This is an optimization exercise on Yosys and OpenROAD, whose aim is small area, a short achievable clock period and few clock cycles, not a production implementation.
The RTL was checked by simulation tests, not by an equivalence proof against the original design.

==> flow/design.v (excerpt) <==
module BalotelliMulDiv (
  input Clk,
  input Rst,
  input InValid,
  input [3:0] InOp,
  input [63:0] InA,
  input [63:0] InB,
  output InReady,
  output OutValid,
  output [63:0] OutResult
);
Settings: LEC_CHECK=0, CAP_MARGIN=20, CORE_MARGIN=2, CORE_UTILIZATION=40, SETUP_SLACK_MARGIN=3, SLEW_MARGIN=20; clock period 8.0 ns.
run.sh (not shown) runs the stock make flow with config.mk's settings and CLKGATE_MAP_FILE= SYNTH_SCRIPT=/design/flow/synth_recipe.tcl, a recipe that flattens the netlist after the stock synthesis.
Testbench counts at the start, summed over its fixed seeds: cycles 17,360.
==> next run, changes <==
--- a/flow/config.mk
+++ b/flow/config.mk
@@ -9,4 +9,4 @@
 export CORE_MARGIN = 2
 export CORE_UTILIZATION = 40
-export SETUP_SLACK_MARGIN = 3
+export SETUP_SLACK_MARGIN = 2
 export SLEW_MARGIN = 20
First-iteration DRC count falls by 2.3%.
Critical path depth does not change.
Synthesized cell count is unchanged.
Routed wire length fell by 1.8%.
Flip-flop and latch count stays the same.
Final cell count drops by 0.95%.

BalotelliMulDiv, a different RTL version from the one above (not shown whole).
For scale: roughly 4800 cells after synthesis, ~350 flip-flops, about 200 I/O pins.
clock: 8.0 ns
lec_check: 0
cap_margin: 20
core_margin: 2
core_utilization: 40
slew_margin: 20
Testbench counts at the start, summed over its fixed seeds: cycles 30,454.
Edit:
- ABC_CLOCK_PERIOD_IN_PS: not set -> 2500
- SETUP_SLACK_MARGIN: not set -> 5
The changed run finished with timing, DRC and antenna clean.
Via count came out higher by 8.5%.
Final cell count climbs by 5.8%.
Global-route usage came out higher by 3.5 points.

The RTL this note starts from:
==> flow/design.v <==
module BalotelliMulDiv (
  input Clk,
  input Rst,
  input InValid,
  input [3:0] InOp,
  input [63:0] InA,
  input [63:0] InB,
  output InReady,
  output OutValid,
  output [63:0] OutResult
);
  reg SMul;          
  reg SShift;        
  reg SStep1;        
  reg SStep4;        
  reg Rdy;           
  reg First;         
  reg [5:0] BNeg, BOne, BTwo;  
  reg OpW, OpRem;
  reg NegA, NegB, Dz;
  reg [5:0] Cnt;     
  reg [6:0] LzA, LzB;  
  reg TV;            
  reg TW;
  reg OV;
  reg AInv, AZero, BInv, BSelC, BSelD, ACin;
  reg A3SelS, A3SelX1, A3SelX2;  
  reg [63:0] X1, S, C, Out;
  reg [64:0] X2, X3;
  assign InReady = Rdy;
  assign OutValid = OV;
  assign OutResult = Out;
  function [6:0] clz64(input [63:0] v);
    reg [1:0] c1 [0:31];
    reg z1 [0:31];
    reg [2:0] c2 [0:15];
    reg z2 [0:15];
    reg [3:0] c3 [0:7];
    reg z3 [0:7];
    reg [4:0] c4 [0:3];
    reg z4 [0:3];
    reg [5:0] c5 [0:1];
    reg z5 [0:1];
    integer i;
    begin
      for (i = 0; i < 32; i = i + 1) begin
        z1[i] = ~(v[2*i+1] | v[2*i]);
        c1[i] = {1'b0, ~v[2*i+1]};
      end
      for (i = 0; i < 16; i = i + 1) begin
        z2[i] = z1[2*i+1] & z1[2*i];
        c2[i] = z1[2*i+1] ? {1'b1, c1[2*i][0]} : {1'b0, c1[2*i+1][0]};
      end
      for (i = 0; i < 8; i = i + 1) begin
        z3[i] = z2[2*i+1] & z2[2*i];
        c3[i] = z2[2*i+1] ? {1'b1, c2[2*i][1:0]} : {1'b0, c2[2*i+1][1:0]};
      end
      for (i = 0; i < 4; i = i + 1) begin
        z4[i] = z3[2*i+1] & z3[2*i];
        c4[i] = z3[2*i+1] ? {1'b1, c3[2*i][2:0]} : {1'b0, c3[2*i+1][2:0]};
      end
      for (i = 0; i < 2; i = i + 1) begin
        z5[i] = z4[2*i+1] & z4[2*i];
        c5[i] = z4[2*i+1] ? {1'b1, c4[2*i][3:0]} : {1'b0, c4[2*i+1][3:0]};
      end
      if (z5[1] & z5[0]) clz64 = 7'd64;
      else clz64 = z5[1] ? {2'b01, c5[0][4:0]} : {2'b00, c5[1][4:0]};
    end
  endfunction
  wire [63:0] AddA = (S ^ {64{AInv}}) & {64{~AZero}};
  wire [63:0] AddB = ((C ^ {64{BInv}}) & {64{BSelC}}) | (X2[63:0] & {64{BSelD}});
  wire [65:0] AddWide = {1'b0, AddA, ACin} + {1'b0, AddB, ACin};
  wire [64:0] AddSum = AddWide[65:1];
  wire [66:0] Sub2Wide = {2'b00, S, ~NegB} + {1'b0, X2[63:0], ~NegB, ~NegB};
  wire [65:0] Sub2 = Sub2Wide[66:1];
  wire [64:0] A3 = ({1'b0, S} & {65{A3SelS}}) | ({1'b0, X1} & {65{A3SelX1}}) |
                   ({2'b11, X2[64:2]} & {65{A3SelX2}});
  wire [64:0] B3 = ({1'b1, X2[64:2], ~NegB} & {65{A3SelX2}}) | (X3 & {65{A3SelS}});
  wire C3In = SShift ? NegA : ~NegB;
  wire [66:0] Add3Wide = {1'b0, A3, C3In} + {1'b0, B3, C3In};
  wire [65:0] Add3 = Add3Wide[66:1];
  wire Ge1 = AddSum[64] & X2[64];
  wire Ge2 = Sub2[65];
  wire Ge3 = Add3[65];
  wire Q1 = SStep4 & Ge2;
  wire Q0 = SStep4 ? (Ge3 | (Ge1 & ~Ge2)) : Ge1;
  wire T3 = SShift | (SStep4 & Ge3);
  wire T2 = SStep4 & Ge2;
  wire [63:0] DivS = T3 ? Add3[63:0] : T2 ? Sub2[63:0] : Ge1 ? AddSum[63:0] : S;
  wire [63:0] Qm = X2[63:0];
  wire [12:0] BNextBits = Rdy ? {InBExt[11:0], 1'b0} : {Qm[23:11]};
  wire [5:0] Ng = BNeg;
  wire [63:0] PP [0:5];
  genvar k;
  generate
    for (k = 0; k < 6; k = k + 1) begin : g_pp
      wire [2:0] bd = BNextBits[2*k+2:2*k];
      wire [63:0] m = X1 << (2*k);
      always @(posedge Clk) begin
        BNeg[k] <= bd[2] & ~(bd[1] & bd[0]);
        BOne[k] <= bd[1] ^ bd[0];
        BTwo[k] <= (bd[2] & ~bd[1] & ~bd[0]) | (~bd[2] & bd[1] & bd[0]);
      end
      assign PP[k] = (({64{BOne[k]}} & m) | ({64{BTwo[k]}} & {m[62:0], 1'b0})) ^ {64{BNeg[k]}};
    end
  endgenerate
  wire [63:0] S0 = First ? 64'h0 : S;
  wire [63:0] C0 = First ? 64'h0 : C;
  function [127:0] csa(input [63:0] x, input [63:0] y, input [63:0] z, input n);
    reg [63:0] m;
    begin
      m = (x & y) | (x & z) | (y & z);
      csa = {x ^ y ^ z, m[62:0], n};
    end
  endfunction
  wire [127:0] Ra = csa(PP[0], PP[1], PP[2], Ng[0]);
  wire [127:0] Rb = csa(PP[3], PP[4], PP[5], Ng[1]);
  wire [127:0] Rd = csa(Ra[127:64], Ra[63:0], Rb[127:64], Ng[2]);
  wire [127:0] Re = csa(Rb[63:0], S0, C0, Ng[3]);
  wire [127:0] Rf = csa(Rd[127:64], Rd[63:0], Re[127:64], Ng[4]);
  wire [127:0] Rh = csa(Rf[127:64], Rf[63:0], Re[63:0], Ng[5]);
  wire [63:0] S2 = Rh[127:64];
  wire [63:0] C2 = Rh[63:0];
  wire MulLastNext = (&Qm[63:23]) | ~(|Qm[63:23]);
  wire [63:0] QmNext = {{12{Qm[63]}}, Qm[63:12]};
  wire MulLastIn = (&InB[63:11]) | ~(|InB[63:11]) |
                   (InOp[3] & ((&InB[31:11]) | ~(|InB[31:11])));
  wire InSg = ~InOp[0] | ~InOp[2];
  wire [63:0] InAExt = InOp[3] ? {{32{InSg & InA[31]}}, InA[31:0]} : InA;
  wire [63:0] InBExt = InOp[3] ? {{32{InSg & InB[31]}}, InB[31:0]} : InB;
  wire InNegA = InOp[2] & ~InOp[0] & (InOp[3] ? InA[31] : InA[63]);
  wire InNegB = InOp[2] & ~InOp[0] & (InOp[3] ? InB[31] : InB[63]);
  wire [63:0] InV = InAExt ^ {64{InNegA}};
  wire [63:0] PVLen = InNegA ? {InV[62:0], 1'b1} : InV;
  wire [63:0] InX2 = InBExt ^ {64{InNegB ^ InOp[2]}};
  wire [63:0] PY = ~InX2;
  wire PDz = ~(|PY) & ~InNegB;
  wire [7:0] PJ = {1'b0, LzB} - {1'b0, LzA};
  wire PSkip = PJ[7] | Dz;
  wire [5:0] Half = PJ[6:1] + {5'b0, PJ[0]};
  wire NB = ~NegB;
  reg [64:0] Sh;
  always @(*) begin
    Sh = X2;
    if (PJ[0]) Sh = {Sh[62:0], {2{NB}}};
    if (PJ[1]) Sh = {Sh[62:0], {2{NB}}};
    if (PJ[2]) Sh = {Sh[60:0], {4{NB}}};
    if (PJ[3]) Sh = {Sh[56:0], {8{NB}}};
    if (PJ[4]) Sh = {Sh[48:0], {16{NB}}};
    if (PJ[5]) Sh = {Sh[32:0], {32{NB}}};
    if (PJ[6]) Sh = {Sh[0], {64{NB}}};
    if (PSkip) Sh = {65{1'b0}};
  end
  wire [63:0] Res = TW ? {{32{AddSum[31]}}, AddSum[31:0]} : AddSum[63:0];
  wire Busy = SMul | SShift | SStep1 | SStep4;
  wire TVNext = Rst & Rdy & Busy;
  wire ShNext = Rdy & InValid & InOp[2];
  wire TNegNext = OpRem ? NegA : (NegA ^ NegB);
  always @(posedge Clk) begin
    if (Rdy) begin
      X1 <= InV;
      X2 <= {InOp[2], InX2};
      NegA <= InNegA;
      NegB <= InNegB;
      Dz <= PDz;
      OpW <= InOp[3];
      OpRem <= InOp[1];
    end else if (SMul) begin
      X1 <= {X1[51:0], 12'h0};
      X2 <= {1'b0, QmNext};
    end else if (SShift) begin
      X2 <= Sh;
    end else begin
      X2 <= {2'b11, X2[64:2]};
    end
    X3 <= SStep1 ? Add3[64:0] : {2'b11, X3[64:2]};
    S <= SMul ? S2 : DivS;
    if (SMul) begin
      C <= C2;
    end else begin
      if (SShift) C <= 64'h0;
      else if (SStep4) C <= {C[61:0], Q1, Q0};
      else C <= {C[62:0], Q0};
    end
    Out <= Res;
    First <= Rdy;
    if (Rdy) begin
      LzA <= clz64(PVLen);
      LzB <= clz64(PY);
    end
    if (SShift) begin
      Cnt <= Half;
    end else if (SStep4) begin
      Cnt <= Cnt - 6'd1;
    end
    TW <= OpW;
    AInv <= TVNext & ~SMul & OpRem & TNegNext;
    AZero <= TVNext & ~SMul & ~OpRem;
    BInv <= TVNext & ~SMul & (TNegNext | Dz);
    BSelC <= TVNext & (SMul | ~OpRem);
    BSelD <= ~TVNext;
    ACin <= TVNext ? (~SMul & TNegNext & ~(~OpRem & Dz)) : ~NegB;
    A3SelS <= ~ShNext & ~(~Rdy & SShift);
    A3SelX1 <= ShNext;
    A3SelX2 <= ~Rdy & SShift;
    if (!Rst) begin
      SMul <= 1'b0;
      SShift <= 1'b0;
      SStep1 <= 1'b0;
      SStep4 <= 1'b0;
      Rdy <= 1'b1;
      TV <= 1'b0;
      OV <= 1'b0;
    end else begin
      TV <= TVNext;
      OV <= TV;
      if (Rdy) begin
        SMul <= InValid & ~InOp[2];
        SShift <= InValid & InOp[2];
        SStep1 <= 1'b0;
        SStep4 <= 1'b0;
        Rdy <= ~InValid | (~InOp[2] & MulLastIn);
      end else begin
        SShift <= 1'b0;
        SStep1 <= SShift;
        SStep4 <= SStep1 | SStep4;
        if (SMul) Rdy <= MulLastNext;
        else if (SShift) Rdy <= PSkip | (Half == 6'd0);
        else if (SStep1) Rdy <= Cnt == 6'd1;
        else Rdy <= Cnt == 6'd2;
      end
    end
  end
endmodule
Settings: LEC_CHECK=0, CAP_MARGIN=20, CORE_MARGIN=2, CORE_UTILIZATION=40, SETUP_SLACK_MARGIN=3.5, SLEW_MARGIN=20; clock period 8.0 ns.
Testbench counts at the start, summed over its fixed seeds: cycles 14,539.
Change:
Settings changed: GPL_ROUTABILITY_DRIVEN set to 0.
=> The new run produced a clean layout; wire length is lower by 14%; core utilization went down by 1.2 points; design area fell by 2.5%; via count shrinks by 1.3%; setup slack got worse by 0.13 ns; clock skew is higher by 0.017 ns; flip-flop and latch count does not change; synthesized cell count stays the same; clock-buffer cell count decreases by 9.

BalotelliMulDiv, a different RTL version from the one above (not shown whole).
Size: roughly 420 flip-flops, roughly 200 I/O pins, about 0.053 sq mm of cells after synthesis.
// BalotelliMulDiv
module BalotelliMulDiv (
  input Clk,
  input Rst,
  input InValid,
  input [3:0] InOp,
  input [63:0] InA,
  input [63:0] InB,
  output InReady,
  output OutValid,
  output [63:0] OutResult
);
  reg SMul;          
  reg SPre;          
  reg SShift;        
  reg SStep1;        
  reg SStep4;        
  reg Rdy;           
  reg First;         
  reg QPrev;         
  reg OpW, OpSg, OpRem;
  reg NegA, NegB, Dz;
  reg [5:0] Cnt;     
  reg TV;            
  reg TW, TOnes;
  reg OV;
  reg ASelS, ASelC, ASelX1, AInv, BSelC, BSelD, ACin;
  reg [63:0] X1, S, C, Out;
  reg [64:0] X2, X3;
  assign InReady = Rdy;
  assign OutValid = OV;
  assign OutResult = Out;
  function [6:0] clz64(input [63:0] v);
    reg [1:0] c1 [0:31];
    reg z1 [0:31];
    reg [2:0] c2 [0:15];
    reg z2 [0:15];
    reg [3:0] c3 [0:7];
    reg z3 [0:7];
    reg [4:0] c4 [0:3];
    reg z4 [0:3];
    reg [5:0] c5 [0:1];
    reg z5 [0:1];
    integer i;
    begin
      for (i = 0; i < 32; i = i + 1) begin
        z1[i] = ~(v[2*i+1] | v[2*i]);
        c1[i] = {1'b0, ~v[2*i+1]};
      end
      for (i = 0; i < 16; i = i + 1) begin
        z2[i] = z1[2*i+1] & z1[2*i];
        c2[i] = z1[2*i+1] ? {1'b1, c1[2*i][0]} : {1'b0, c1[2*i+1][0]};
      end
      for (i = 0; i < 8; i = i + 1) begin
        z3[i] = z2[2*i+1] & z2[2*i];
        c3[i] = z2[2*i+1] ? {1'b1, c2[2*i][1:0]} : {1'b0, c2[2*i+1][1:0]};
      end
      for (i = 0; i < 4; i = i + 1) begin
        z4[i] = z3[2*i+1] & z3[2*i];
  ...
==> flow/config.mk <==
export PLATFORM = sky130hd
export DESIGN_NAME = BalotelliMulDiv
export DESIGN_NICKNAME = BalotelliMulDiv
export VERILOG_FILES = /design/flow/design.v
export SDC_FILE = /design/flow/constraint.sdc
export NUM_CORES = 4
export LEC_CHECK = 0
export CAP_MARGIN = 20
export CORE_MARGIN = 2
export CORE_UTILIZATION = 40
export SETUP_SLACK_MARGIN = 5
export SLEW_MARGIN = 20
==> flow/constraint.sdc <==
create_clock -name core_clock -period 8.0 [get_ports {Clk}]
set_input_delay 1.6000 -clock core_clock [delete_from_list [all_inputs] [get_ports {Clk}]]
set_output_delay 1.6000 -clock core_clock [all_outputs]
set_load 0.01 [all_outputs]
The first run passed the timing, DRC and antenna checks.
Testbench counts at the start, summed over its fixed seeds: cycles 17,360.
Rerun with:
SETUP_SLACK_MARGIN = 3   (was 5)
What happened:
- wire length decreases by 22%
- synthesized area stays the same
- final area decreases by 22%
- fmax decreases by 3.2%
- register-to-register slack loses 0.16 ns
- via count decreases by 13%
- non-clock buffer count decreases by 684

Another version of the RTL of BalotelliMulDiv (not shown whole).
Size: roughly 7300 cells after synthesis, ~450 flip-flops, roughly 58000 um2 of cells after synthesis.
==> flow/design.v (excerpt) <==
module BalotelliMulDiv (
  input Clk,
  input Rst,
  input InValid,
  input [3:0] InOp,
  input [63:0] InA,
  input [63:0] InB,
  output InReady,
  output OutValid,
  output [63:0] OutResult
);
make LEC_CHECK=0 CAP_MARGIN=20 CORE_MARGIN=2 CORE_UTILIZATION=40 SETUP_SLACK_MARGIN=3.5 SLEW_MARGIN=20 TNS_END_PERCENT=30 finish   # period 8.0 ns
Testbench counts at the start, summed over its fixed seeds: cycles 14,539.
Edit:
TNS_END_PERCENT = unset   (was 30)
Result: Maximum frequency climbs by a few percent. Cell area is higher slightly. Global-route usage is about the same. Sequential share of layout area goes down by 0.11 points. Non-clock buffer count came out higher by 27. Core utilization came out higher by 0.32 points. Setup slack improves by 0.11 ns. Hold slack is about the same.

## static timing again, ports no longer ideal
The flow's constraints put no driver on any port. The routed layouts listed below were extracted and timed again, unchanged, in two steps.
Step 1 sets driving cells, clkbuf_16 on the clock port and buf_2 on the other inputs (assumed; they add their load-dependent delay and slew).
Step 2 moves the port delays by t, midway between the first and last clock arrival at a register: inputs arrive t later, outputs are due t later. That takes back most of the time a late clock gives input paths.
Slacks: ideal / step 1 / step 2; pairs: ideal / step 1.
| run | shift t [ns] | slack for setup (ns) | worst register clock-pin slew, ns |
|---|---|---|---|
| the first run of note 1 | 0.770 | 2.975 / 2.975 / 2.975 | 0.07 / 0.07 |
| the second run of note 1 | 0.793 | 2.186 / 2.186 / 2.186 | 0.07 / 0.07 |
| the first run of note 2 | 0.707 | 1.821 / 1.821 / 1.821 | 0.07 / 0.07 |
| the second run of note 2 | 0.718 | 3.303 / 3.303 / 3.303 | 0.07 / 0.07 |
| the first run of note 3 | 0.792 | 3.447 / 3.447 / 2.887 | 0.07 / 0.07 |
| the second run of note 3 | 0.790 | 3.318 / 3.318 / 2.831 | 0.08 / 0.08 |
| the first run of note 4 | 0.793 | 3.134 / 3.134 / 2.799 | 0.07 / 0.07 |
| the second run of note 4 | 0.798 | 2.974 / 2.974 / 2.974 | 0.08 / 0.08 |
| the first run of note 5 | 0.790 | 3.413 / 3.413 / 2.827 | 0.07 / 0.07 |
| the second run of note 5 | 0.786 | 3.527 / 3.527 / 2.889 | 0.07 / 0.07 |
After both steps every run listed still meets setup and hold. For the second run of note 5, which loses most, drivers alone change the setup slack by 0.000 ns; drivers and shift together by -0.638 ns.
